What follows belongs to an exercise in optimizing a design on an open flow for a short achievable clock period and few clock cycles; a production flow would make more cautious choices. Function not checked in this run: the RTL went through the layout flow alone. Power and IR drop assume default switching activity.

`design.v`:
```
module ARM_Processor(input logic Clk, Reset,
                     input logic [31:0] Instr, ReadData,
                     output logic [31:0] PC, WriteData, ALUResult,
                     output logic MemWrite);
	function automatic logic cond_pass(input logic [3:0] c, input logic [3:0] f);
		logic n, z, cc, v;
		{n, z, cc, v} = f;
		case (c)
			4'b0000: cond_pass = z;
			4'b0001: cond_pass = ~z;
			4'b0010: cond_pass = cc;
			4'b0011: cond_pass = ~cc;
			4'b0100: cond_pass = n;
			4'b0101: cond_pass = ~n;
			4'b0110: cond_pass = v;
			4'b0111: cond_pass = ~v;
			4'b1000: cond_pass = ~z & cc;
			4'b1001: cond_pass = z | ~cc;
			4'b1010: cond_pass = ~(n ^ v);
			4'b1011: cond_pass = n ^ v;
			4'b1100: cond_pass = ~z & ~(n ^ v);
			4'b1101: cond_pass = z | (n ^ v);
			default: cond_pass = 1'b1;
		endcase
	endfunction
	localparam int NB = 4;    
	logic [31:0] PC_F;
	logic [31:0] IR, PC_D;
	logic        V_D, PT_D;
	logic        V_E;
	logic [3:0]  cond_E, rd_E;
	logic        dp_E, ld_E, st_E, wr_E, s_E, arith_E, sub_E, and_E, orr_E;
	logic [31:0] a_E, b_E, sd_E;
	logic [31:0] alu_M;
	logic [3:0]  rd_M;
	logic        wr_M, ld_M;
	logic [31:0] alu_W, ld_W;
	logic [3:0]  rd_W;
	logic        wr_W, ld_W_sel;
	logic [3:0]  flags;
	logic [31:0] rf [0:14];
	logic        bv [0:NB-1];
	logic [29:0] btag [0:NB-1];
	logic [29:0] btgt [0:NB-1];
	logic [1:0]  bptr;
	logic        bhit;
	logic [29:0] bhit_tgt;
	always_comb begin
		bhit = 1'b0;
		bhit_tgt = 30'b0;
		for (int i = 0; i < NB; i++)
			if (bv[i] && btag[i] == PC_F[31:2]) begin
				bhit = 1'b1;
				bhit_tgt = bhit_tgt | btgt[i];
			end
	end
	logic [3:0]  cond_D, rn_D, rd_D, rm_D, cmd_D;
	logic [1:0]  op_D;
	logic        i_D, s_D, l_D;
	assign cond_D = IR[31:28];
	assign op_D   = IR[27:26];
	assign i_D    = IR[25];
	assign cmd_D  = IR[24:21];
	assign s_D    = IR[20];
	assign l_D    = IR[20];
	assign rn_D   = IR[19:16];
	assign rd_D   = IR[15:12];
	assign rm_D   = IR[3:0];
	logic dp_D, mem_D, ld_D, st_D, b_D;
	assign dp_D  = (op_D == 2'b00);
	assign mem_D = (op_D == 2'b01);
	assign ld_D  = mem_D & l_D;
	assign st_D  = mem_D & ~l_D;
	assign b_D   = (op_D == 2'b10);
	logic use_a_D, use_b_D, use_s_D;
	assign use_a_D = V_D & (dp_D | mem_D);
	assign use_b_D = V_D & dp_D & ~i_D;
	assign use_s_D = V_D & st_D;
	logic [31:0] alu_E;
	logic [3:0]  flags_E;    
	logic        cx_E;       
	logic stall;
	assign stall = V_E & ld_E & cx_E &
	               ((use_a_D & rn_D == rd_E) | (use_b_D & rm_D == rd_E) | (use_s_D & rd_D == rd_E));
	logic [31:0] pc8_D;
	assign pc8_D = PC_D + 32'd8;
	function automatic logic [31:0] fwd(input logic [3:0] r);
		if (V_E & wr_E & cx_E & rd_E == r)
			fwd = alu_E;
		else if (wr_M & rd_M == r)
			fwd = ld_M ? ReadData : alu_M;
		else if (wr_W & rd_W == r)
			fwd = ld_W_sel ? ld_W : alu_W;
		else
			fwd = rf[r];
	endfunction
	logic [31:0] ra_D, rb_D, rs_D;
	assign ra_D = (rn_D == 4'd15) ? pc8_D : fwd(rn_D);
	assign rb_D = i_D ? {24'b0, IR[7:0]} : ((rm_D == 4'd15) ? pc8_D : fwd(rm_D));
	assign rs_D = (rd_D == 4'd15) ? pc8_D : fwd(rd_D);
	logic [31:0] tgt_D, pc4_D;
	assign tgt_D = pc8_D + {{6{IR[23]}}, IR[23:0], 2'b00};
	assign pc4_D = PC_D + 32'd4;
	logic taken_D, mispred;
	assign taken_D = V_D & b_D & cond_pass(cond_D, flags_E);
	assign mispred = V_D & ~stall &
	                 (taken_D ? ~(PT_D & (PC_F == tgt_D)) : PT_D);
	logic [32:0] sum_E;
	logic [31:0] bop_E;
	assign bop_E = sub_E ? ~b_E : b_E;
	assign sum_E = {1'b0, a_E} + {1'b0, bop_E} + {32'b0, sub_E};
	always_comb begin
		if (and_E)      alu_E = a_E & b_E;
		else if (orr_E) alu_E = a_E | b_E;
		else            alu_E = sum_E[31:0];
	end
	assign cx_E = cond_pass(cond_E, flags);
	logic vflag_E;
	assign vflag_E = (a_E[31] & bop_E[31] & ~sum_E[31]) | (~a_E[31] & ~bop_E[31] & sum_E[31]);
	always_comb begin
		flags_E = flags;
		if (V_E & dp_E & s_E & cx_E) begin
			flags_E[3] = alu_E[31];
			flags_E[2] = (alu_E == 32'b0);
			if (arith_E) begin
				flags_E[1] = sum_E[32];
				flags_E[0] = vflag_E;
			end
		end
	end
	always_ff @(posedge Clk) begin
		if (Reset) begin
			PC_F <= 32'b0;
			V_D  <= 1'b0;
		end else if (mispred) begin
			PC_F <= taken_D ? tgt_D : pc4_D;
			V_D  <= 1'b0;
		end else if (!stall) begin
			PC_F <= bhit ? {bhit_tgt, 2'b00} : PC_F + 32'd4;
			V_D  <= 1'b1;
		end
		if (!stall) begin
			IR   <= Instr;
			PC_D <= PC_F;
			PT_D <= bhit;
		end
		if (Reset) begin
			for (int i = 0; i < NB; i++) bv[i] <= 1'b0;
			bptr <= 2'd0;
		end else if (mispred & taken_D) begin
			bv[bptr]   <= 1'b1;
			btag[bptr] <= PC_D[31:2];
			btgt[bptr] <= tgt_D[31:2];
			bptr <= bptr + 2'd1;
		end
		V_E     <= ~Reset & V_D & ~stall & (dp_D | mem_D);
		cond_E  <= cond_D;
		rd_E    <= rd_D;
		dp_E    <= dp_D;
		ld_E    <= ld_D;
		st_E    <= st_D;
		wr_E    <= (dp_D & cmd_D != 4'b1010) | ld_D;
		s_E     <= s_D;
		arith_E <= dp_D & (cmd_D == 4'b0100 | cmd_D == 4'b0010 | cmd_D == 4'b1010);
		sub_E   <= dp_D & (cmd_D == 4'b0010 | cmd_D == 4'b1010);
		and_E   <= dp_D & (cmd_D == 4'b0000);
		orr_E   <= dp_D & (cmd_D == 4'b1100);
		a_E     <= ra_D;
		b_E     <= mem_D ? {20'b0, IR[11:0]} : rb_D;
		sd_E    <= rs_D;
		if (Reset) flags <= 4'b0;
		else       flags <= flags_E;
		alu_M <= alu_E;
		rd_M  <= rd_E;
		wr_M  <= ~Reset & V_E & wr_E & cx_E;
		ld_M  <= ld_E;
		if (V_E & (ld_E | st_E)) ALUResult <= alu_E;
		if (V_E & st_E) WriteData <= sd_E;
		MemWrite <= ~Reset & V_E & st_E & cx_E;
		alu_W    <= alu_M;
		ld_W     <= ReadData;
		rd_W     <= rd_M;
		wr_W     <= ~Reset & wr_M;
		ld_W_sel <= ld_M;
		if (wr_W) rf[rd_W] <= ld_W_sel ? ld_W : alu_W;
	end
	assign PC = PC_F;
endmodule
```
`run.sh`:
```
#!/bin/bash
# synth_recipe.tcl (not shown) runs the flow's synth.tcl, then flattens the netlist and writes it again
# the make line also repeats each setting of config.mk as NAME=value (left out here)
make -C /OpenROAD-flow-scripts/flow DESIGN_CONFIG=/design/flow/config.mk WORK_HOME=/design/flow/orfs CLKGATE_MAP_FILE= SYNTH_SCRIPT=/design/flow/synth_recipe.tcl finish
```
`config.mk`:
```
export PLATFORM = sky130hd
export DESIGN_NAME = ARM_Processor
export DESIGN_NICKNAME = ARM_Processor
export VERILOG_FILES = /design/flow/design.v
export SDC_FILE = /design/flow/constraint.sdc
export NUM_CORES = 4
export LEC_CHECK = 0
export CAP_MARGIN = 20
export CORE_MARGIN = 2
export CORE_UTILIZATION = 40
export SLEW_MARGIN = 20
```
`constraint.sdc`:
```
create_clock -name core_clock -period 25.0 [get_ports {Clk}]
set_input_delay 5.0000 -clock core_clock [delete_from_list [all_inputs] [get_ports {Clk}]]
set_output_delay 5.0000 -clock core_clock [all_outputs]
set_load 0.01 [all_outputs]
```
==> run notes <==
synth_stat cells (11+ instances only):
master / instances
edfxtp_1: 853
mux4_2: 382
nand2_1: 312
dfxtp_1: 274
clkbuf_1: 259
a21oi_1: 247
mux2i_1: 232
nor2_1: 204
o21ai_0: 202
xor2_1: 202
xnor2_1: 132
a211oi_1: 114
nor2b_1: 94
ha_1: 70
nand3_1: 70
buf_1: 67
mux2_2: 61
nand4_1: 58
inv_1: 55
nor4_1: 51
nor3_1: 50
o21a_1: 35
o211ai_1: 32
a21o_1: 30
a31oi_1: 30
a22oi_1: 28
a22o_1: 21
and3_1: 20
nand2b_1: 18
buf_2: 17
o21ai_1: 17
o22ai_1: 17
a222oi_1: 16
and2_1: 16
a2bb2oi_2: 15
o21bai_1: 12
a32oi_1: 11
through the flow:
step / power (mW) / cells / instance area [µm²]
3_5_place_dp: 3.07 / 6374 / 63000
4_1_cts: 4.88 / 6600 / 67100
6_report: 4.88 / 6604 / 67100
2_1_floorplan: 2.74 / 4517 / 59300
5_1_grt: 5.02 / 6601 / 67100
3_3_place_gp: 3.07 / 6374 / 63000
critical path: stages, from the launching register on:
cell and delay, ps:
edfxtp_1 700, ha_1 330, and2_1 350, nor2b_1 500
nand4_1 190, xor2_1 330, inv_1 80, ha_1 650
nand2_1 140, o21bai_1 460, o21ai_1 290, and4b_1 270
nor4_1 400, o2111ai_1 200, nor4_1 280, nand4_1 200
nor4_1 410, and4_1 270, nor2_1 110, nand2_2 630
nor2_1 190, and2_2 250, buf_4 400
cell type report:
type | count | area, µm² | area share
flip-flops and latches | 1127 | 31100 | 0.464
multi-input cells | 2983 | 26800 | 0.399
clock buffers | 152 | 3180 | 0.0474
repair buffers | 280 | 2540 | 0.0379
well taps | 1930 | 2410 | 0.0360
clock inverters | 74 | 846 | 0.0126
inverters | 55 | 206 | 0.00308
diodes | 3 | 7.51 | 0.000112
state kept, by name (all words and copies together), names as in the netlist, 2 cells and up, named ones only:
signal and count:
alu_M 32, IR 32, rd_E 4, rd_M 4
ld_W 32, PC_D 32, b_E 32, btgt 120
WriteData 32, alu_W 32, btag 120, flags 4
sd_E 32, PC_F 32, a_E 32, bptr 2
cond_E 4, rd_W 4, bv 4, ALUResult 32
rf 480
worst max path at each step:
stage | end | depth (start not counted)
floorplan | btag[0][0]$_DFFE_PP_ | 2
global placement | btgt[3][3]$_DFFE_PP_ | 22
detailed placement | btgt[0][3]$_DFFE_PP_ | 22
CTS | btag[3][3]$_DFFE_PP_ | 22
global route | btgt[3][10]$_DFFE_PP_ | 22
finish | btgt[3][10]$_DFFE_PP_ | 22
power groups by stage:
stage          combinational [mW]  clock (mW)  sequential, mW
2_1_floorplan               0.489           0            2.25
3_3_place_gp                0.773           0            2.29
3_5_place_dp                0.776           0            2.29
4_1_cts                     0.780        1.85            2.25
5_1_grt                     0.841        1.92            2.26
6_report                    0.799        1.82            2.26
cell families after synthesis:
logic type	count (synthesis)	share of synthesized area
fa+ha+maj	72	0.0155
mux	676	0.196
flops	1127	0.525
xor+xnor	341	0.0521
simple gates	961	0.0793
buf+inv	407	0.0271
compound gates	933	0.105
routing by layer:
| metal | vias up | GRT usage | part of all wire |
|---|---|---|---|
| li1 | 17700 | - | - |
| met1 | 21200 | 0.385 | 0.41 |
| met2 | 2366 | 0.408 | 0.44 |
| met3 | 359 | 0.0606 | 0.10 |
| met4 | 0 | 0.106 | 0.042 |
| met5 | - | 0 | 0 |
==> summary.md <==
| Metric | Value |
|---|---|
| Status | `complete, no violations` |
| DP HPWL | `144 mm` |
| Clk Tree Root Cell | `clkbuf_16` |
| Final Hold Viols | `0` |
| Period utilization | `0.326` |
| Clock share of power | `0.374` |
| CP startpoint | `PC_D[3]$_DFFE_PN_` |
| Port Buffer Count | `162` |
| # fillers | `13100` |
| Number of synthesized flops with an enable pin | `853` |
| Nets | `4703` |
| Hold EP | `alu_W[8]$_DFF_P_` |
| DR pass1 iterations | `6` |
| Fraction of registers with async set/reset | `0` |
| Routability Congestion | `1.00` |
| Number of global-route vias before repair | `39700` |
| Largest net degree at the start of global routing | `97` |
| Path depth of the worst reg2reg path | `22` |
| Final setup viols | `0` |
| Syn_nets | `4655` |
| Slew HR | `0.265` |
| Setup TNS Final | `0 ps` |
| Post-CTS resize count | `0` |
| Total GRT Usage | `0.272` |
| Post-CTS Setup Repair Bufs | `0` |
| Clock transition at the registers of the reported paths | `70 ps` |
| CORE AREA | `0.147 mm²` |
| Initial DRC Count | `5635` |
| IR drop worst, VDD | `0.0656 mV` |
| CP max FO | `60` |
| Unique masters post-synth | `107` |
| FF+latch count, synth | `1127` |
| Grt total ovfl | `0` |
| Commonest non-fill, non-tap cells in the layout | `853 x edfxtp_1, 382 x mux4_2, 310 x nand2_1` |
| Die W | `389 µm` |
| Row Count | `141` |
| Register area share after synthesis | `0.525` |
| Share of layout cells above drive strength 1 | `0.182` |
| Die area | `0.151 mm²` |
| Post-CTS Hold Fix Bufs | `0` |
| Cts bufs inserted | `118` |
| PD cells | `72.7 mW/mm²` |
| Switch Pwr | `1.40 mW` |
| Synth area leader | `edfxtp_1` |
| Synthesis-to-finish area growth | `13.2%` |
| Top cells by area, synth | `edfxtp_1 43%, mux4_2 15%, dfxtp_1 9.3%, mux2i_1 3.9%, xor2_1 3.0%` |
| Final Core Density | `0.455` |
| Leakage | `23.9 nW` |
| Hold Path Class | `register to register` |
| H-tree Lvls | `3` |
| Worst Slack Setup Final | `16840 ps` |
| Worst Path Required | `25320 ps` |
| Worst Setup End Kind | `register` |
| Place WS | `16990 ps` |
| Setup slack, reg-to-reg | `16840 ps` |
| Critical path class | `register to register` |
| Gate power share | `0.164` |
| Drt total wl | `210 mm` |
| Antenna violations before repair | `5` |
| Post-synth top area share | `0.432` |
| Startpoint Class | `register` |
| Sink Count | `1127` |
| Net Sw Frac | `0.287` |
| Worst clock skew | `94.8 ps` |
| Fmax achieved | `123 MHz` |
| Unrepaired setup endpoints after global routing | `false` |
| DRC viols | `0` |
| Max-cap violations | `0` |
| WHS Path Cells | `0` |
| TritonCTS clock tree | `yes` |
| Critical Path AT | `8480 ps` |
| Routed WL per cell | `31.8 µm` |
| Slew Limit Fails | `0` |
| Worst hold slack | `318 ps` |
| Synthesis warning total | `1` |
| Syn Inst Count | `4517` |
| Hold path startpoint | `alu_M[8]$_DFF_P_` |
| Post-Syn Area | `0.0593 mm²` |
| R2r startpoint | `PC_D[3]$_DFFE_PN_` |
| Final ANT Viol Nets | `0` |
| Most common cell after layout, fill and taps aside | `edfxtp_1` |
| Worst skew pair latency | `800 ps` |
| Avg Inst Size Synth | `13.1 µm²` |
| Worst-margin pin slew | `1100 ps` |
| Die span in y | `389 µm` |
| Reg power frac | `0.462` |
| Ys flop type | `edfxtp_1` |
| Reg-to-Reg End | `btgt[3][10]$_DFFE_PP_` |
| First-pass GRT wire length | `296 mm` |
| Clk buf depth | `3` |
| Internal power | `3.48 mW` |
| Via density | `6.30` |
| Ports | `163` |
| Crit path time final | `8160 ps` |
| Via count | `41600` |
| Initial Util | `0.402` |

## port drivers added, routing unchanged
How much do the figures lean on ideal ports? The routed layout below was timed once more, with nothing changed but the port constraints. Step 1 assumes that a clkbuf_16 drives the clock port and a buf_2 every other input. Step 2 times the ports against the registers' clock, not the clock port: input delays grow and output delays shrink by t, the midpoint of the rising clock arrivals with the driver on. Slacks: no drivers / after step 1 / after step 2; pairs: no drivers / after step 1.
t, ns: 0.842
slack for setup (ns): 16.838 / 16.838 / 16.838
worst data-port slew with drivers (ns): 0.08
After both steps setup and hold are still met in this run. For this run, drivers alone change the setup slack by 0.000 ns; drivers and shift together by 0.000 ns.
